What follows belongs to an exercise in optimizing a design on an open flow for small area and a short achievable clock period; a production flow would make more cautious choices. In this exercise RTL edits were held to simulation tests only and were not proved equivalent to the original.

==> flow/design.v (outline; a module is shown in full before it is edited, if it fits) <==
// module dff: 16 lines
// module filter: 4826 lines
// module fa_cell: 4 lines
module filter #(parameter DATA_WIDTH = 16) (
    input clk,
    input rst_n,
    input signed [DATA_WIDTH-1:0] FilterIn,
    input ValidIn,
    output signed [32:0] data_out,
    output reg ValidOut);
  // ...
==> flow/flow/run.sh <==
#!/bin/bash
# Layout: the standard flow (standard.sh) unchanged, except that timing repair
# aims at a larger setup margin (a shorter period than the 10.5 ns clock) and the
# port buffers are plain buffers instead of delay cells.  make's full output goes
# to make_finish.log here; each ORFS step keeps its own log under orfs/logs/.
set -uo pipefail
bash standard.sh SETUP_SLACK_MARGIN=6.0 'BUFFER_PORTS_ARGS=-buffer_cell sky130_fd_sc_hd__buf_4' finish > make_finish.log 2>&1
status=$?
tail -n 40 make_finish.log
exit $status
==> flow/standard.sh <==
#!/bin/bash
# synth_recipe.tcl (not shown) runs the flow's synth.tcl, then flattens the netlist and writes it again
# the make line also repeats each setting of config.mk as NAME=value (left out here)
make -C /OpenROAD-flow-scripts/flow DESIGN_CONFIG=/design/flow/config.mk WORK_HOME=/design/flow/orfs CLKGATE_MAP_FILE= SYNTH_SCRIPT=/design/flow/synth_recipe.tcl "${@:-finish}"
==> flow/config.mk <==
export PLATFORM = sky130hd
export DESIGN_NAME = filter
export DESIGN_NICKNAME = filter
export VERILOG_FILES = /design/flow/design.v
export SDC_FILE = /design/flow/constraint.sdc
export NUM_CORES = 4
export LEC_CHECK = 0
export CAP_MARGIN = 20
export CORE_MARGIN = 2
export CORE_UTILIZATION = 65
export SETUP_SLACK_MARGIN = 5
export SLEW_MARGIN = 20
export SYNTH_HIERARCHICAL = 1
export TNS_END_PERCENT = 100
==> flow/constraint.sdc <==
create_clock -name core_clock -period 10.5 [get_ports {clk}]
set_input_delay 2.1000 -clock core_clock [delete_from_list [all_inputs] [get_ports {clk}]]
set_output_delay 2.1000 -clock core_clock [all_outputs]
set_load 0.01 [all_outputs]
==> reports/metrics.cfg, run 1 <==
[timing]
hold_viol_final=0
min_period_over_period_pct=44.8
relSlewSlack_pct=35.3
fin_setup_tns_ns=0
worst_slew_pin_slew_ns=0.970

[detailed_routing]
wirelength_met1_mm=38.9
drc=0

[grt]
grt_use_met3_pct=6.57
grt-ovfl-total=0
antenna_found_initial=1
met1_usage_pct=48.7
met2_usage_pct=56.3

[clock_network]
htreeDepth=2
cts_hold_buf=0
post-cts-setup-buffers=21

[logic_synthesis]
yosysUniqueCellTypes=65
yosysMostFrequentCell=fa_1
synthTopCellsByArea=fa_1, dfrtp_1, ha_1
synthArstFlopShare_pct=83.1
postSynthCellCount=2387
synth_area_um2=36900
synth_largest_area_cell=fa_1
synthAdderAreaFrac_pct=49.9
synth.area.mux_share_pct=0.0813
avgSynthCellArea_um2=15.5
yosysSeqAreaShare_pct=36.6

[floorplan]
num_rows=87
start_util_pct=65.6
io_pins=53

[worst_setup_path]
rrSetupSlack_ns=5.88
start_kind=flip-flop

[run_status]
status=complete, no violations

[cells_and_area]
diodes=0
layout_common_cells=fa_1, dfrtp_1, inv_1
fillers=3551
final.clkbuf_count=84
drive_gt1_share_pct=14.3
sh_seq_area_pct=33.2

[place]
placed_cells=3162

==> inputs of run 2 (changes only) <==
--- a/flow/design.v
+++ b/flow/design.v
@@ -253,18 +253,16 @@
 reg rg_25;
 reg rg_26;
 reg rg_27;
 reg rg_28;
 reg rg_29;
 reg rg_30;
 reg rg_31;
 reg rg_32;
-reg rq_2;
-reg rq_3;
 reg rq_4;
 reg rq_5;
 reg rq_6;
 reg rq_7;
 reg rq_8;
 reg rq_9;
 reg rq_10;
 reg rq_11;
@@ -4032,206 +4030,206 @@
 assign g2101 = g2013 & g2012;
 assign g2102 = g2014 | g2101;
 assign g2103 = g2013 & g2011;
 assign g2104 = r1_30_0 & g2014;
 assign g2105 = r1_30_0 & g2013;
 assign g2106 = g2015 & r1_30_0;
 assign g2107 = 1'b1 & g2016;
 assign g2108 = 1'b1 & g2015;
-assign g2109 = rq_2 & rg_0;
-assign g2110 = rg_2 | g2109;
-assign g2111 = rq_2 & g1955;
-assign g2112 = rq_3 & rg_1;
-assign g2113 = rg_3 | g2112;
-assign g2114 = rq_3 & g2019;
-assign g2115 = rq_4 & rg_2;
-assign g2116 = rg_4 | g2115;
-assign g2117 = rq_4 & rq_2;
-assign g2118 = rq_5 & rg_3;
-assign g2119 = rg_5 | g2118;
-assign g2120 = rq_5 & rq_3;
-assign g2121 = rq_6 & rg_4;
-assign g2122 = rg_6 | g2121;
-assign g2123 = rq_6 & rq_4;
-assign g2124 = rq_7 & rg_5;
-assign g2125 = rg_7 | g2124;
-assign g2126 = rq_7 & rq_5;
-assign g2127 = rq_8 & rg_6;
-assign g2128 = rg_8 | g2127;
-assign g2129 = rq_8 & rq_6;
-assign g2130 = rq_9 & rg_7;
-assign g2131 = rg_9 | g2130;
-assign g2132 = rq_9 & rq_7;
-assign g2133 = rq_10 & rg_8;
-assign g2134 = rg_10 | g2133;
-assign g2135 = rq_10 & rq_8;
-assign g2136 = rq_11 & rg_9;
-assign g2137 = rg_11 | g2136;
-assign g2138 = rq_11 & rq_9;
-assign g2139 = rq_12 & rg_10;
-assign g2140 = rg_12 | g2139;
-assign g2141 = rq_12 & rq_10;
-assign g2142 = rq_13 & rg_11;
-assign g2143 = rg_13 | g2142;
-assign g2144 = rq_13 & rq_11;
-assign g2145 = rq_14 & rg_12;
-assign g2146 = rg_14 | g2145;
-assign g2147 = rq_14 & rq_12;
-assign g2148 = rq_15 & rg_13;
-assign g2149 = rg_15 | g2148;
-assign g2150 = rq_15 & rq_13;
-assign g2151 = rq_16 & rg_14;
-assign g2152 = rg_16 | g2151;
-assign g2153 = rq_16 & rq_14;
-assign g2154 = rq_17 & rg_15;
-assign g2155 = rg_17 | g2154;
-assign g2156 = rq_17 & rq_15;
-assign g2157 = rq_18 & rg_16;
-assign g2158 = rg_18 | g2157;
-assign g2159 = rq_18 & rq_16;
-assign g2160 = rq_19 & rg_17;
-assign g2161 = rg_19 | g2160;
-assign g2162 = rq_19 & rq_17;
-assign g2163 = rq_20 & rg_18;
-assign g2164 = rg_20 | g2163;
-assign g2165 = rq_20 & rq_18;
-assign g2166 = rq_21 & rg_19;
-assign g2167 = rg_21 | g2166;
-assign g2168 = rq_21 & rq_19;
-assign g2169 = rq_22 & rg_20;
-assign g2170 = rg_22 | g2169;
-assign g2171 = rq_22 & rq_20;
-assign g2172 = rq_23 & rg_21;
-assign g2173 = rg_23 | g2172;
-assign g2174 = rq_23 & rq_21;
-assign g2175 = rq_24 & rg_22;
-assign g2176 = rg_24 | g2175;
-assign g2177 = rq_24 & rq_22;
-assign g2178 = rq_25 & rg_23;
-assign g2179 = rg_25 | g2178;
-assign g2180 = rq_25 & rq_23;
-assign g2181 = rq_26 & rg_24;
-assign g2182 = rg_26 | g2181;
-assign g2183 = rq_26 & rq_24;
-assign g2184 = rq_27 & rg_25;
-assign g2185 = rg_27 | g2184;
-assign g2186 = rq_27 & rq_25;
-assign g2187 = rq_28 & rg_26;
-assign g2188 = rg_28 | g2187;
-assign g2189 = rq_28 & rq_26;
-assign g2190 = rq_29 & rg_27;
-assign g2191 = rg_29 | g2190;
-assign g2192 = rq_29 & rq_27;
-assign g2193 = rq_30 & rg_28;
-assign g2194 = rg_30 | g2193;
-assign g2195 = rq_30 & rq_28;
-assign g2196 = rq_31 & rg_29;
-assign g2197 = rg_31 | g2196;
-assign g2198 = rq_31 & rq_29;
-assign g2199 = rq_32 & rg_30;
-assign g2200 = rg_32 | g2199;
-assign g2201 = rq_32 & rq_30;
-assign g2202 = g2117 & rg_0;
-assign g2203 = g2116 | g2202;
-assign g2204 = g2117 & g1955;
-assign g2205 = g2120 & rg_1;
-assign g2206 = g2119 | g2205;
-assign g2207 = g2120 & g2019;
-assign g2208 = g2123 & g2110;
-assign g2209 = g2122 | g2208;
-assign g2210 = g2123 & g2111;
-assign g2211 = g2126 & g2113;
-assign g2212 = g2125 | g2211;
-assign g2213 = g2126 & g2114;
-assign g2214 = g2129 & g2116;
-assign g2215 = g2128 | g2214;
-assign g2216 = g2129 & g2117;
-assign g2217 = g2132 & g2119;
-assign g2218 = g2131 | g2217;
-assign g2219 = g2132 & g2120;
-assign g2220 = g2135 & g2122;
-assign g2221 = g2134 | g2220;
-assign g2222 = g2135 & g2123;
-assign g2223 = g2138 & g2125;
-assign g2224 = g2137 | g2223;
-assign g2225 = g2138 & g2126;
-assign g2226 = g2141 & g2128;
-assign g2227 = g2140 | g2226;
-assign g2228 = g2141 & g2129;
-assign g2229 = g2144 & g2131;
-assign g2230 = g2143 | g2229;
-assign g2231 = g2144 & g2132;
-assign g2232 = g2147 & g2134;
-assign g2233 = g2146 | g2232;
-assign g2234 = g2147 & g2135;
-assign g2235 = g2150 & g2137;
-assign g2236 = g2149 | g2235;
-assign g2237 = g2150 & g2138;
-assign g2238 = g2153 & g2140;
-assign g2239 = g2152 | g2238;
-assign g2240 = g2153 & g2141;
-assign g2241 = g2156 & g2143;
-assign g2242 = g2155 | g2241;
-assign g2243 = g2156 & g2144;
-assign g2244 = g2159 & g2146;
-assign g2245 = g2158 | g2244;
-assign g2246 = g2159 & g2147;
-assign g2247 = g2162 & g2149;
-assign g2248 = g2161 | g2247;
-assign g2249 = g2162 & g2150;
-assign g2250 = g2165 & g2152;
-assign g2251 = g2164 | g2250;
-assign g2252 = g2165 & g2153;
-assign g2253 = g2168 & g2155;
-assign g2254 = g2167 | g2253;
-assign g2255 = g2168 & g2156;
-assign g2256 = g2171 & g2158;
-assign g2257 = g2170 | g2256;
-assign g2258 = g2171 & g2159;
-assign g2259 = g2174 & g2161;
-assign g2260 = g2173 | g2259;
-assign g2261 = g2174 & g2162;
-assign g2262 = g2177 & g2164;
-assign g2263 = g2176 | g2262;
-assign g2264 = g2177 & g2165;
-assign g2265 = g2180 & g2167;
-assign g2266 = g2179 | g2265;
-assign g2267 = g2180 & g2168;
-assign g2268 = g2183 & g2170;
-assign g2269 = g2182 | g2268;
-assign g2270 = g2183 & g2171;
-assign g2271 = g2186 & g2173;
-assign g2272 = g2185 | g2271;
-assign g2273 = g2186 & g2174;
-assign g2274 = g2189 & g2176;
-assign g2275 = g2188 | g2274;
-assign g2276 = g2189 & g2177;
-assign g2277 = g2192 & g2179;
-assign g2278 = g2191 | g2277;
-assign g2279 = g2192 & g2180;
-assign g2280 = g2195 & g2182;
-assign g2281 = g2194 | g2280;
-assign g2282 = g2195 & g2183;
-assign g2283 = g2198 & g2185;
-assign g2284 = g2197 | g2283;
-assign g2285 = g2198 & g2186;
-assign g2286 = g2201 & g2188;
-assign g2287 = g2200 | g2286;
-assign g2288 = g2201 & g2189;
+assign g2109 = g2022 & g1956;
+assign g2110 = g2021 | g2109;
+assign g2111 = g2022 & g1955;
+assign g2112 = g2025 & g2018;
+assign g2113 = g2024 | g2112;
+assign g2114 = g2025 & g2019;
+assign g2115 = g2028 & g2021;
+assign g2116 = g2027 | g2115;
+assign g2117 = g2028 & g2022;
+assign g2118 = g2031 & g2024;
+assign g2119 = g2030 | g2118;
+assign g2120 = g2031 & g2025;
+assign g2121 = g2034 & g2027;
+assign g2122 = g2033 | g2121;
+assign g2123 = g2034 & g2028;
+assign g2124 = g2037 & g2030;
+assign g2125 = g2036 | g2124;
+assign g2126 = g2037 & g2031;
+assign g2127 = g2040 & g2033;
+assign g2128 = g2039 | g2127;
+assign g2129 = g2040 & g2034;
+assign g2130 = g2043 & g2036;
+assign g2131 = g2042 | g2130;
+assign g2132 = g2043 & g2037;
+assign g2133 = g2046 & g2039;
+assign g2134 = g2045 | g2133;
+assign g2135 = g2046 & g2040;
+assign g2136 = g2049 & g2042;
+assign g2137 = g2048 | g2136;
+assign g2138 = g2049 & g2043;
+assign g2139 = g2052 & g2045;
+assign g2140 = g2051 | g2139;
+assign g2141 = g2052 & g2046;
+assign g2142 = g2055 & g2048;
+assign g2143 = g2054 | g2142;
+assign g2144 = g2055 & g2049;
+assign g2145 = g2058 & g2051;
+assign g2146 = g2057 | g2145;
+assign g2147 = g2058 & g2052;
+assign g2148 = g2061 & g2054;
+assign g2149 = g2060 | g2148;
+assign g2150 = g2061 & g2055;
+assign g2151 = g2064 & g2057;
+assign g2152 = g2063 | g2151;
+assign g2153 = g2064 & g2058;
+assign g2154 = g2067 & g2060;
+assign g2155 = g2066 | g2154;
+assign g2156 = g2067 & g2061;
+assign g2157 = g2070 & g2063;
+assign g2158 = g2069 | g2157;
+assign g2159 = g2070 & g2064;
+assign g2160 = g2073 & g2066;
+assign g2161 = g2072 | g2160;
+assign g2162 = g2073 & g2067;
+assign g2163 = g2076 & g2069;
+assign g2164 = g2075 | g2163;
+assign g2165 = g2076 & g2070;
+assign g2166 = g2079 & g2072;
+assign g2167 = g2078 | g2166;
+assign g2168 = g2079 & g2073;
+assign g2169 = g2082 & g2075;
+assign g2170 = g2081 | g2169;
+assign g2171 = g2082 & g2076;
+assign g2172 = g2085 & g2078;
+assign g2173 = g2084 | g2172;
+assign g2174 = g2085 & g2079;
+assign g2175 = g2088 & g2081;
+assign g2176 = g2087 | g2175;
+assign g2177 = g2088 & g2082;
+assign g2178 = g2091 & g2084;
+assign g2179 = g2090 | g2178;
+assign g2180 = g2091 & g2085;
+assign g2181 = g2094 & g2087;
+assign g2182 = g2093 | g2181;
+assign g2183 = g2094 & g2088;
+assign g2184 = g2097 & g2090;
+assign g2185 = g2096 | g2184;
+assign g2186 = g2097 & g2091;
+assign g2187 = g2100 & g2093;
+assign g2188 = g2099 | g2187;
+assign g2189 = g2100 & g2094;
+assign g2190 = g2103 & g2096;
+assign g2191 = g2102 | g2190;
+assign g2192 = g2103 & g2097;
+assign g2193 = g2105 & g2099;
+assign g2194 = g2104 | g2193;
+assign g2195 = g2105 & g2100;
+assign g2196 = g2106 & g2102;
+assign g2197 = g2016 | g2196;
+assign g2198 = g2106 & g2103;
+assign g2199 = g2108 & g2104;
+assign g2200 = g2107 | g2199;
+assign g2201 = g2108 & g2105;
+assign g2202 = rq_4 & rg_0;
+assign g2203 = rg_4 | g2202;
+assign g2204 = rq_4 & g1955;
+assign g2205 = rq_5 & rg_1;
+assign g2206 = rg_5 | g2205;
+assign g2207 = rq_5 & g2019;
+assign g2208 = rq_6 & rg_2;
+assign g2209 = rg_6 | g2208;
+assign g2210 = rq_6 & g2111;
+assign g2211 = rq_7 & rg_3;
+assign g2212 = rg_7 | g2211;
+assign g2213 = rq_7 & g2114;
+assign g2214 = rq_8 & rg_4;
+assign g2215 = rg_8 | g2214;
+assign g2216 = rq_8 & rq_4;
+assign g2217 = rq_9 & rg_5;
+assign g2218 = rg_9 | g2217;
+assign g2219 = rq_9 & rq_5;
+assign g2220 = rq_10 & rg_6;
+assign g2221 = rg_10 | g2220;
+assign g2222 = rq_10 & rq_6;
+assign g2223 = rq_11 & rg_7;
+assign g2224 = rg_11 | g2223;
+assign g2225 = rq_11 & rq_7;
+assign g2226 = rq_12 & rg_8;
+assign g2227 = rg_12 | g2226;
+assign g2228 = rq_12 & rq_8;
+assign g2229 = rq_13 & rg_9;
+assign g2230 = rg_13 | g2229;
+assign g2231 = rq_13 & rq_9;
+assign g2232 = rq_14 & rg_10;
+assign g2233 = rg_14 | g2232;
+assign g2234 = rq_14 & rq_10;
+assign g2235 = rq_15 & rg_11;
+assign g2236 = rg_15 | g2235;
+assign g2237 = rq_15 & rq_11;
+assign g2238 = rq_16 & rg_12;
+assign g2239 = rg_16 | g2238;
+assign g2240 = rq_16 & rq_12;
+assign g2241 = rq_17 & rg_13;
+assign g2242 = rg_17 | g2241;
+assign g2243 = rq_17 & rq_13;
+assign g2244 = rq_18 & rg_14;
+assign g2245 = rg_18 | g2244;
+assign g2246 = rq_18 & rq_14;
+assign g2247 = rq_19 & rg_15;
+assign g2248 = rg_19 | g2247;
+assign g2249 = rq_19 & rq_15;
+assign g2250 = rq_20 & rg_16;
+assign g2251 = rg_20 | g2250;
+assign g2252 = rq_20 & rq_16;
+assign g2253 = rq_21 & rg_17;
+assign g2254 = rg_21 | g2253;
+assign g2255 = rq_21 & rq_17;
+assign g2256 = rq_22 & rg_18;
+assign g2257 = rg_22 | g2256;
+assign g2258 = rq_22 & rq_18;
+assign g2259 = rq_23 & rg_19;
+assign g2260 = rg_23 | g2259;
+assign g2261 = rq_23 & rq_19;
+assign g2262 = rq_24 & rg_20;
+assign g2263 = rg_24 | g2262;
+assign g2264 = rq_24 & rq_20;
+assign g2265 = rq_25 & rg_21;
+assign g2266 = rg_25 | g2265;
+assign g2267 = rq_25 & rq_21;
+assign g2268 = rq_26 & rg_22;
+assign g2269 = rg_26 | g2268;
+assign g2270 = rq_26 & rq_22;
+assign g2271 = rq_27 & rg_23;
+assign g2272 = rg_27 | g2271;
+assign g2273 = rq_27 & rq_23;
+assign g2274 = rq_28 & rg_24;
+assign g2275 = rg_28 | g2274;
+assign g2276 = rq_28 & rq_24;
+assign g2277 = rq_29 & rg_25;
+assign g2278 = rg_29 | g2277;
+assign g2279 = rq_29 & rq_25;
+assign g2280 = rq_30 & rg_26;
+assign g2281 = rg_30 | g2280;
+assign g2282 = rq_30 & rq_26;
+assign g2283 = rq_31 & rg_27;
+assign g2284 = rg_31 | g2283;
+assign g2285 = rq_31 & rq_27;
+assign g2286 = rq_32 & rg_28;
+assign g2287 = rg_32 | g2286;
+assign g2288 = rq_32 & rq_28;
 assign g2289 = g2216 & rg_0;
 assign g2290 = g2215 | g2289;
 assign g2291 = g2216 & g1955;
 assign g2292 = g2219 & rg_1;
 assign g2293 = g2218 | g2292;
 assign g2294 = g2219 & g2019;
-assign g2295 = g2222 & g2110;
+assign g2295 = g2222 & rg_2;
 assign g2296 = g2221 | g2295;
 assign g2297 = g2222 & g2111;
-assign g2298 = g2225 & g2113;
+assign g2298 = g2225 & rg_3;
 assign g2299 = g2224 | g2298;
 assign g2300 = g2225 & g2114;
 assign g2301 = g2228 & g2203;
 assign g2302 = g2227 | g2301;
 assign g2303 = g2228 & g2204;
 assign g2304 = g2231 & g2206;
 assign g2305 = g2230 | g2304;
 assign g2306 = g2231 & g2207;
@@ -4293,20 +4291,20 @@
 assign g2362 = g2287 | g2361;
 assign g2363 = g2288 & g2264;
 assign g2364 = g2315 & rg_0;
 assign g2365 = g2314 | g2364;
 assign g2366 = g2315 & g1955;
 assign g2367 = g2318 & rg_1;
 assign g2368 = g2317 | g2367;
 assign g2369 = g2318 & g2019;
-assign g2370 = g2321 & g2110;
+assign g2370 = g2321 & rg_2;
 assign g2371 = g2320 | g2370;
 assign g2372 = g2321 & g2111;
-assign g2373 = g2324 & g2113;
+assign g2373 = g2324 & rg_3;
 assign g2374 = g2323 | g2373;
 assign g2375 = g2324 & g2114;
 assign g2376 = g2327 & g2203;
 assign g2377 = g2326 | g2376;
 assign g2378 = g2327 & g2204;
 assign g2379 = g2330 & g2206;
 assign g2380 = g2329 | g2379;
 assign g2381 = g2330 & g2207;
@@ -4343,18 +4341,18 @@
 assign g2412 = g2363 & g2314;
 assign g2413 = g2362 | g2412;
 assign g2414 = g2363 & g2315;
 assign g2415 = g2414 & rg_0;
 assign g2416 = g2413 | g2415;
 assign g2417 = g2414 & g1955;
 assign g2418 = rp_1 ^ rg_0;
 assign g2419 = rp_2 ^ rg_1;
-assign g2420 = rp_3 ^ g2110;
-assign g2421 = rp_4 ^ g2113;
+assign g2420 = rp_3 ^ rg_2;
+assign g2421 = rp_4 ^ rg_3;
 assign g2422 = rp_5 ^ g2203;
 assign g2423 = rp_6 ^ g2206;
 assign g2424 = rp_7 ^ g2209;
 assign g2425 = rp_8 ^ g2212;
 assign g2426 = rp_9 ^ g2290;
 assign g2427 = rp_10 ^ g2293;
 assign g2428 = rp_11 ^ g2296;
 assign g2429 = rp_12 ^ g2299;
@@ -4755,78 +4753,76 @@
   rp_26 <= g2007;
   rp_27 <= g2009;
   rp_28 <= g2011;
   rp_29 <= g2013;
   rp_30 <= r1_30_0;
   rp_31 <= g2015;
   rg_0 <= g1956;
   rg_1 <= g2018;
-  rg_2 <= g2021;
-  rg_3 <= g2024;
-  rg_4 <= g2027;
-  rg_5 <= g2030;
-  rg_6 <= g2033;
-  rg_7 <= g2036;
-  rg_8 <= g2039;
-  rg_9 <= g2042;
-  rg_10 <= g2045;
-  rg_11 <= g2048;
-  rg_12 <= g2051;
-  rg_13 <= g2054;
-  rg_14 <= g2057;
-  rg_15 <= g2060;
-  rg_16 <= g2063;
-  rg_17 <= g2066;
-  rg_18 <= g2069;
-  rg_19 <= g2072;
-  rg_20 <= g2075;
-  rg_21 <= g2078;
-  rg_22 <= g2081;
-  rg_23 <= g2084;
-  rg_24 <= g2087;
-  rg_25 <= g2090;
-  rg_26 <= g2093;
-  rg_27 <= g2096;
-  rg_28 <= g2099;
-  rg_29 <= g2102;
-  rg_30 <= g2104;
-  rg_31 <= g2016;
-  rg_32 <= g2107;
-  rq_2 <= g2022;
-  rq_3 <= g2025;
-  rq_4 <= g2028;
-  rq_5 <= g2031;
-  rq_6 <= g2034;
-  rq_7 <= g2037;
-  rq_8 <= g2040;
-  rq_9 <= g2043;
-  rq_10 <= g2046;
-  rq_11 <= g2049;
-  rq_12 <= g2052;
-  rq_13 <= g2055;
-  rq_14 <= g2058;
-  rq_15 <= g2061;
-  rq_16 <= g2064;
-  rq_17 <= g2067;
-  rq_18 <= g2070;
-  rq_19 <= g2073;
-  rq_20 <= g2076;
-  rq_21 <= g2079;
-  rq_22 <= g2082;
-  rq_23 <= g2085;
-  rq_24 <= g2088;
-  rq_25 <= g2091;
-  rq_26 <= g2094;
-  rq_27 <= g2097;
-  rq_28 <= g2100;
-  rq_29 <= g2103;
-  rq_30 <= g2105;
-  rq_31 <= g2106;
-  rq_32 <= g2108;
+  rg_2 <= g2110;
+  rg_3 <= g2113;
+  rg_4 <= g2116;
+  rg_5 <= g2119;
+  rg_6 <= g2122;
+  rg_7 <= g2125;
+  rg_8 <= g2128;
+  rg_9 <= g2131;
+  rg_10 <= g2134;
+  rg_11 <= g2137;
+  rg_12 <= g2140;
+  rg_13 <= g2143;
+  rg_14 <= g2146;
+  rg_15 <= g2149;
+  rg_16 <= g2152;
+  rg_17 <= g2155;
+  rg_18 <= g2158;
+  rg_19 <= g2161;
+  rg_20 <= g2164;
+  rg_21 <= g2167;
+  rg_22 <= g2170;
+  rg_23 <= g2173;
+  rg_24 <= g2176;
+  rg_25 <= g2179;
+  rg_26 <= g2182;
+  rg_27 <= g2185;
+  rg_28 <= g2188;
+  rg_29 <= g2191;
+  rg_30 <= g2194;
+  rg_31 <= g2197;
+  rg_32 <= g2200;
+  rq_4 <= g2117;
+  rq_5 <= g2120;
+  rq_6 <= g2123;
+  rq_7 <= g2126;
+  rq_8 <= g2129;
+  rq_9 <= g2132;
+  rq_10 <= g2135;
+  rq_11 <= g2138;
+  rq_12 <= g2141;
+  rq_13 <= g2144;
+  rq_14 <= g2147;
+  rq_15 <= g2150;
+  rq_16 <= g2153;
+  rq_17 <= g2156;
+  rq_18 <= g2159;
+  rq_19 <= g2162;
+  rq_20 <= g2165;
+  rq_21 <= g2168;
+  rq_22 <= g2171;
+  rq_23 <= g2174;
+  rq_24 <= g2177;
+  rq_25 <= g2180;
+  rq_26 <= g2183;
+  rq_27 <= g2186;
+  rq_28 <= g2189;
+  rq_29 <= g2192;
+  rq_30 <= g2195;
+  rq_31 <= g2198;
+  rq_32 <= g2201;
 end
 assign data_out = {g2449, g2448, g2447, g2446, g2445, g2444, g2443, g2442, g2441, g2440, g2439, g2438, g2437, g2436, g2435, g2434, g2433, g2432, g2431, g2430, g2429, g2428, g2427, g2426, g2425, g2424, g2423, g2422, g2421, g2420, g2419, g2418, rp_0};
 reg [4:0] num_taps_and_delay;
 always @(posedge clk or negedge rst_n) begin
     if (!rst_n) begin
         ValidOut <= 1'b0;
         num_taps_and_delay <= 5'd0;
     end else if (ValidIn) begin
==> reports/metrics.cfg, run 2 <==
[run_status]
status=complete, no violations

[detailed_routing]
wl_per_cell_um=28.9
via_per_inst=6.02
postRouteAntennaNets=0
dr.pass1.iters=5
drt_wl_total_mm=96.8
drc=0  ; unchanged
vias=20100
drtIter0Drc=1401

[timing]
hold_viol_final=0  ; unchanged
rsz0062_at_grt=true
drv_slew=0
worst_slew_pin_slew_ns=0.928  ; -0.0418 ns
fin_skew_ns=0.0212
layout_min_cycle_time_ns=4.54
setup_violations=0
fin_setup_tns_ns=0  ; unchanged
min_period_over_period_pct=43.2  ; -1.6 points
relSlewSlack_pct=38.1  ; +2.8 points
hold_slack_ns=0.347
fmax_ghz=0.220

[worst_setup_path]
setup.worst_path.class=flip-flop to flip-flop
reg2reg_to=rg_17
critPathRequiredTime_ns=11.06
arrival_ns=5.10
critPathMaxFanout=4
start_kind=flip-flop
worst_setup_path_end_kind=flip-flop
r2r_start=r1_9_1
reg2regPathDepth=14
rrSetupSlack_ns=5.96  ; +0.08 ns

[place]
globalplace.congestion=1.01
io_buffers=52
place_hpwl_mm=78.8

[clock_network]
cts_tree=yes
cts.sinks=554
cts_max_path_buffers=3
numCtsBuffers=57
path_clk_slew_ns=0.06
cts_hold_buf=0  ; unchanged
root_buffer=clkbuf_16
clk_latency_ns=0.63
htreeDepth=2  ; unchanged

[logic_synthesis]
synth_largest_area_cell=fa_1
synth_top_cells_by_count=fa_1, dfrtp_1, inv_1, ha_1, a21oi_1
ys_ff_latch=554
ys_warn_count=7
postSynthCellCount=2453  ; +2.8%
synthArstFlopShare_pct=83.4  ; +0.30 points
yosys_most_used_dff=dfrtp_1
synth_fp_nets=3456
synth_top_cell_area_share_pct=44.0
yosysSeqAreaShare_pct=36.3  ; -0.26 points
synthTopCellsByArea=fa_1, dfrtp_1, ha_1
avgSynthCellArea_um2=15.1  ; -2.3%
synth_area_um2=37100  ; +0.43%
yosysMostFrequentCell=fa_1
yosysUniqueCellTypes=65  ; unchanged
synth_edf_count=0

[cells_and_area]
drive_gt1_share_pct=13.6  ; -0.71 points
layout_common_cells=fa_1, dfrtp_1, inv_1
fin_nets=3545
layout_commonest_cell=fa_1
area_delta_synth_final_pct=10.0

[grt]
grt_max_degree=124
grt-ovfl-total=0  ; unchanged
grt_usage_pct=35.1
grt_pass1_vias=23300
grt_pass1_wl_mm=147
antenna_found_initial=6  ; +5

[hold_path]
hp-class=flip-flop to flip-flop
hold-path-endpoint=d6[7]
min_path_cells=0
min_from=d5[7]

[floorplan]
io_pins=53  ; unchanged
start_util_pct=65.8  ; +0.16 points
die_h_um=243
core_area_um2=56400
die_w_um=243
num_rows=87  ; unchanged
dieArea_um2=59000

[flow_run]
cap_violations=0

-- run 2: cells by family (layout without fill, tap and decap cells) --
family                   count (synthesis)  after routing  synth area share [%]
multiplexers                             3              3                0.0810
other                                    0              2                     0
AO/OA/AOI/OAI                          321            321                  5.50
adder cells (fa/ha/maj)                984            984                  49.7
flip-flops                             554            554                  36.3
AND/OR/NAND/NOR                        256            256                  3.23
buffers and inverters                  231            366                  2.69
XOR/XNOR                               104            104                  2.46
-- run 2: metrics by stage --
| stage | util (%) | instance area (µm²) | setup slack [ns] | instances |
|---|---|---|---|---|
| 2_1_floorplan | - | 37400 | 5.95 | 2453 |
| 3_3_place_gp | 68.2 | 38400 | 5.39 | 3227 |
| 3_5_place_dp | 68.2 | 38400 | 5.31 | 3227 |
| 4_1_cts | 72.0 | 40600 | 5.95 | 3340 |
| 5_1_grt | 72.3 | 40800 | 5.81 | 3344 |
| 6_report | 72.4 | 40800 | 5.96 | 3346 |
-- run 2: final cells by class --
| cell class | instances | area [µm²] |
|---|---|---|
| inverter | 193 | 754 |
| sequential | 554 | 13500 |
| timing repair buffer | 68 | 538 |
| antenna | 2 | 5.00 |
| tap | 756 | 946 |
| fill | 3659 | 15600 |
| clock buffer | 81 | 1640 |
| multi-input combinational | 1668 | 23100 |
| clock inverter | 24 | 312 |
-- run 2: critical path: stages, from the launching register on --
cell      delay (ns)
dfstp_2         0.53
fa_1            0.44
fa_1            0.50
fa_2            0.37
a21o_1          0.21
a221oi_4        0.28
o21bai_2        0.12
a21oi_2         0.14
xnor2_1         0.13
ha_1            0.27
fa_1            0.50
fa_1            0.44
ha_4            0.32
nand2_1         0.09
o21ai_1         0.13
-- run 2: timing repair --
item                                    in CTS  in global routing
endpoints found under the setup margin      45                 42
pin swaps                                   13                 26
resized for setup                           38                 62
setup buffers                                8                  4
-- run 2: routing by layer --
| layer | GRT usage (%) | vias up | routed length, µm |
|---|---|---|---|
| li1 | - | 8105 | - |
| met1 | 46.4 | 11000 | 36600 |
| met2 | 57.5 | 813 | 48100 |
| met3 | 8.08 | 253 | 7540 |
| met4 | 13.9 | 0 | 4550 |
| met5 | 0 | - | 0 |
-- run 2: Yosys stat by module (local to each module, per instance) --
module | cells inside | cell area (µm²) | copies in the design | flops+latches
fa_cell | 1 | 20.0 | 810 | 0
filter | 1643 | 20900 | 1 | 554
-- run 2: worst max-delay path by stage --
stage	from	to	cells past startpoint	slack [ns]
2_1_floorplan	ValidIn	rg_14	9	5.95
3_3_place_gp	ValidIn	rg_14	9	5.39
3_5_place_dp	ValidIn	rg_10	9	5.31
4_1_cts	r1_9_1	rg_17	13	5.95
5_1_grt	r1_9_1	rg_16	14	5.81
6_report	r1_9_1	rg_17	14	5.96
==> inputs of run 3 (changes only) <==
--- a/flow/config.mk
+++ b/flow/config.mk
@@ -10,2 +10,4 @@
 export CORE_UTILIZATION = 65
+export CTS_BUF_LIST = sky130_fd_sc_hd__clkbuf_4 sky130_fd_sc_hd__clkbuf_8
+export CTS_CLUSTER_SIZE = 24
 export SETUP_SLACK_MARGIN = 5
==> reports/metrics.cfg, run 3 <==
[run_status]
status=complete, no violations

[timing]
relSlewSlack_pct=37.2  ; -0.86 points
layout_min_cycle_time_ns=4.58  ; +0.0455 ns
fin_skew_ns=0.0351  ; +0.0139 ns
min_period_over_period_pct=43.6  ; +0.43 points
fin_setup_tns_ns=0  ; unchanged
rsz0062_at_grt=true
hold_viol_final=0  ; unchanged
fmax_ghz=0.218  ; -0.99%
setup_violations=0  ; unchanged
drv_slew=0  ; unchanged
worst_slew_pin_slew_ns=0.941  ; +0.0129 ns

[clock_network]
root_buffer=clkbuf_8
path_clk_slew_ns=0.06  ; about the same
cts_hold_buf=0  ; unchanged
numCtsBuffers=88  ; +54%
htreeDepth=3  ; +1
cts_max_path_buffers=3  ; unchanged
clk_latency_ns=0.71  ; +0.08 ns
cts.sinks=554  ; unchanged
cts_tree=yes

[logic_synthesis]
synth_fp_nets=3456  ; unchanged
yosysUniqueCellTypes=65  ; unchanged
postSynthCellCount=2453  ; unchanged
synth_top_cells_by_count=fa_1, dfrtp_1, inv_1, ha_1, a21oi_1
synth_largest_area_cell=fa_1
yosysSeqAreaShare_pct=36.3  ; unchanged
synth_top_cell_area_share_pct=44.0  ; unchanged
synthTopCellsByArea=fa_1, dfrtp_1, ha_1
synth_edf_count=0  ; unchanged
yosys_most_used_dff=dfrtp_1
synth_area_um2=37100  ; unchanged
ys_warn_count=7  ; unchanged
avgSynthCellArea_um2=15.1  ; unchanged
ys_ff_latch=554  ; unchanged
synthArstFlopShare_pct=83.4  ; unchanged
yosysMostFrequentCell=fa_1

[detailed_routing]
dr.pass1.iters=5  ; unchanged
wl_per_cell_um=28.5  ; -1.3%
drtIter0Drc=1519  ; +8.4%
vias=20400  ; +1.2%
via_per_inst=5.97  ; -0.85%
postRouteAntennaNets=0  ; unchanged
drc=0  ; unchanged
drt_wl_total_mm=97.5  ; +0.76%

[worst_setup_path]
critPathRequiredTime_ns=11.08  ; +0.02 ns
worst_setup_path_end_kind=flip-flop
cp-startpoint=r1_9_1
setup.worst_path.class=flip-flop to flip-flop
start_kind=flip-flop
critPathMaxFanout=4  ; unchanged
r2r_start=r1_9_1
arrival_ns=5.16  ; +0.06 ns
reg2regPathDepth=14  ; unchanged

[cells_and_area]
finalInstanceArea_um2=41000  ; +0.56%
regArea_um2=13500  ; about the same
layout_commonest_cell=fa_1
multi_input_area_um2=23200  ; +0.35%
area_delta_synth_final_pct=10.6
fillers=3651  ; -0.22%
fin_nets=3591  ; +1.3%
layout_common_cells=fa_1, dfrtp_1, inv_1
utilization_pct=72.8  ; +0.41 points
drive_gt1_share_pct=16.9  ; +3.3 points

[grt]
grt_usage_pct=35.4  ; +0.26 points
grt_pass1_vias=23800  ; +1.8%
grt_pass1_wl_mm=148  ; +0.71%
antenna_found_initial=5  ; -1
grt_max_degree=124  ; unchanged
grt-ovfl-total=0  ; unchanged

[floorplan]
die_w_um=243  ; unchanged
start_util_pct=65.8  ; unchanged
dieArea_um2=59000  ; unchanged
core_area_um2=56400  ; unchanged
die_h_um=243  ; unchanged
num_rows=87  ; unchanged
io_pins=53  ; unchanged

[place]
placed_area_um2=38400  ; unchanged
io_buffers=52  ; unchanged
globalplace.congestion=1.01  ; unchanged
place_hpwl_mm=78.8  ; unchanged

[hold_path]
min_path_cells=0  ; unchanged
hp-class=flip-flop to flip-flop
min_from=d5[0]

[flow_run]
cap_violations=0  ; unchanged

-- run 3: cell types whose count changed in the layout (fill, tap and decap cells not counted), sizes merged --
cell      before  now
clkbuf        81  134
clkinv        12   16
buf           68   83
diode          2    1
clkinvlp       3    1
inv          197  198
-- run 3: final timing paths --
path / end / slack (ns)
worst max-delay path: rg_16 / 5.92
worst min-delay path: d6[0] / 0.35
worst max register to register: rg_16 / 5.92
worst min register to register: d6[0] / 0.35
max in group asynchronous: d12[9] / 6.91
min in group asynchronous: d5[14] / 1.46
-- run 3: per-layer routing --
metal | global-route usage (%) | vias up | routed length (µm)
met5 | 0 | - | 0
met4 | 15.6 | 0 | 4700
met3 | 8.78 | 274 | 7630
met2 | 57.3 | 855 | 47900
met1 | 46.2 | 11000 | 37300
li1 | - | 8200 | -
-- run 3: Yosys stat by module, one instance, submodules excluded --
module	cells	flops+latches	area, µm²
fa_cell	1	0	20.0
filter	1643	554	20900
-- run 3: critical path: stages (launching register included) --
cell and delay [ns]:
dfstp_2 0.53, fa_1 0.45, fa_1 0.52, fa_2 0.37
a21o_1 0.20, a221oi_4 0.30, o21bai_2 0.12, a21oi_2 0.14
xnor2_1 0.13, ha_1 0.27, fa_1 0.45, fa_1 0.53
ha_4 0.22, a21oi_2 0.16, o21ai_1 0.08
-- run 3: timing repair --
action                     in CTS  in global routing
cloned                          0                  0
pin swaps                      36                 30
resized for setup              47                 69
setup endpoints to repair      46                 48
setup buffers                  19                  8
hold endpoints to repair        0                  0
-- run 3: cell type report --
| class | count | area share [%] |
|---|---|---|
| Timing Repair Buffer | 83 | 1.59 |
| Clock buffer | 134 | 4.07 |
| Tap cell | 756 | 2.31 |
| Multi-Input combinational cell | 1668 | 56.5 |
| Clock inverter | 27 | 0.784 |
| Antenna cell | 1 | 0.00610 |
| Sequential cell | 554 | 32.9 |
| Inverter | 193 | 1.84 |
-- run 3: through the flow --
stage / hold slack (ns) / setup WS [ns] / instances
6_report: 0.346 / 5.92 / 3416
5_1_grt: 0.346 / 5.76 / 3416
4_1_cts: 0.346 / 5.92 / 3407
3_5_place_dp: 0.335 / 5.31 / 3227
3_3_place_gp: 0.332 / 5.39 / 3227
2_1_floorplan: 0.331 / 5.95 / 2453
-- run 3: cell families after synthesis --
group,after synthesis,share of synthesized area [%]
fa+ha+maj,984,49.7
flops,554,36.3
compound gates,321,5.50
simple gates,256,3.23
buf+inv,231,2.69
xor+xnor,104,2.46
mux,3,0.0810

==> afterwards: timing with drivers on the ports <==
In the flow no input, the clock included, has a driving cell. The finished layouts below were timed again as built, in two steps. Step 1 assumes that a clkbuf_16 drives the clock port and a buf_2 every other input. Step 2 moves the port delays by t, midway between the first and last clock arrival at a register: inputs arrive t later, outputs are due t later. That takes back most of the time a late clock gives input paths. Three values: ideal ports, drivers, drivers and shift; two values: the first two.
| run | shift t [ns] | setup slack, ns | worst data-port slew with drivers (ns) | pins driven straight from the clock port |
|---|---|---|---|---|
| run 1 | 0.689 | 5.795 / 5.729 / 5.540 | 0.05 | 1 |
| run 2 | 0.683 | 5.964 / 5.964 / 5.444 | 0.05 | 1 |
| run 3 | 0.746 | 5.918 / 5.918 / 5.417 | 0.05 | 1 |
After both steps every run listed still meets setup and hold. The setup slack of run 2, which loses most, moves by 0.000 ns with the drivers and by -0.520 ns with both steps.
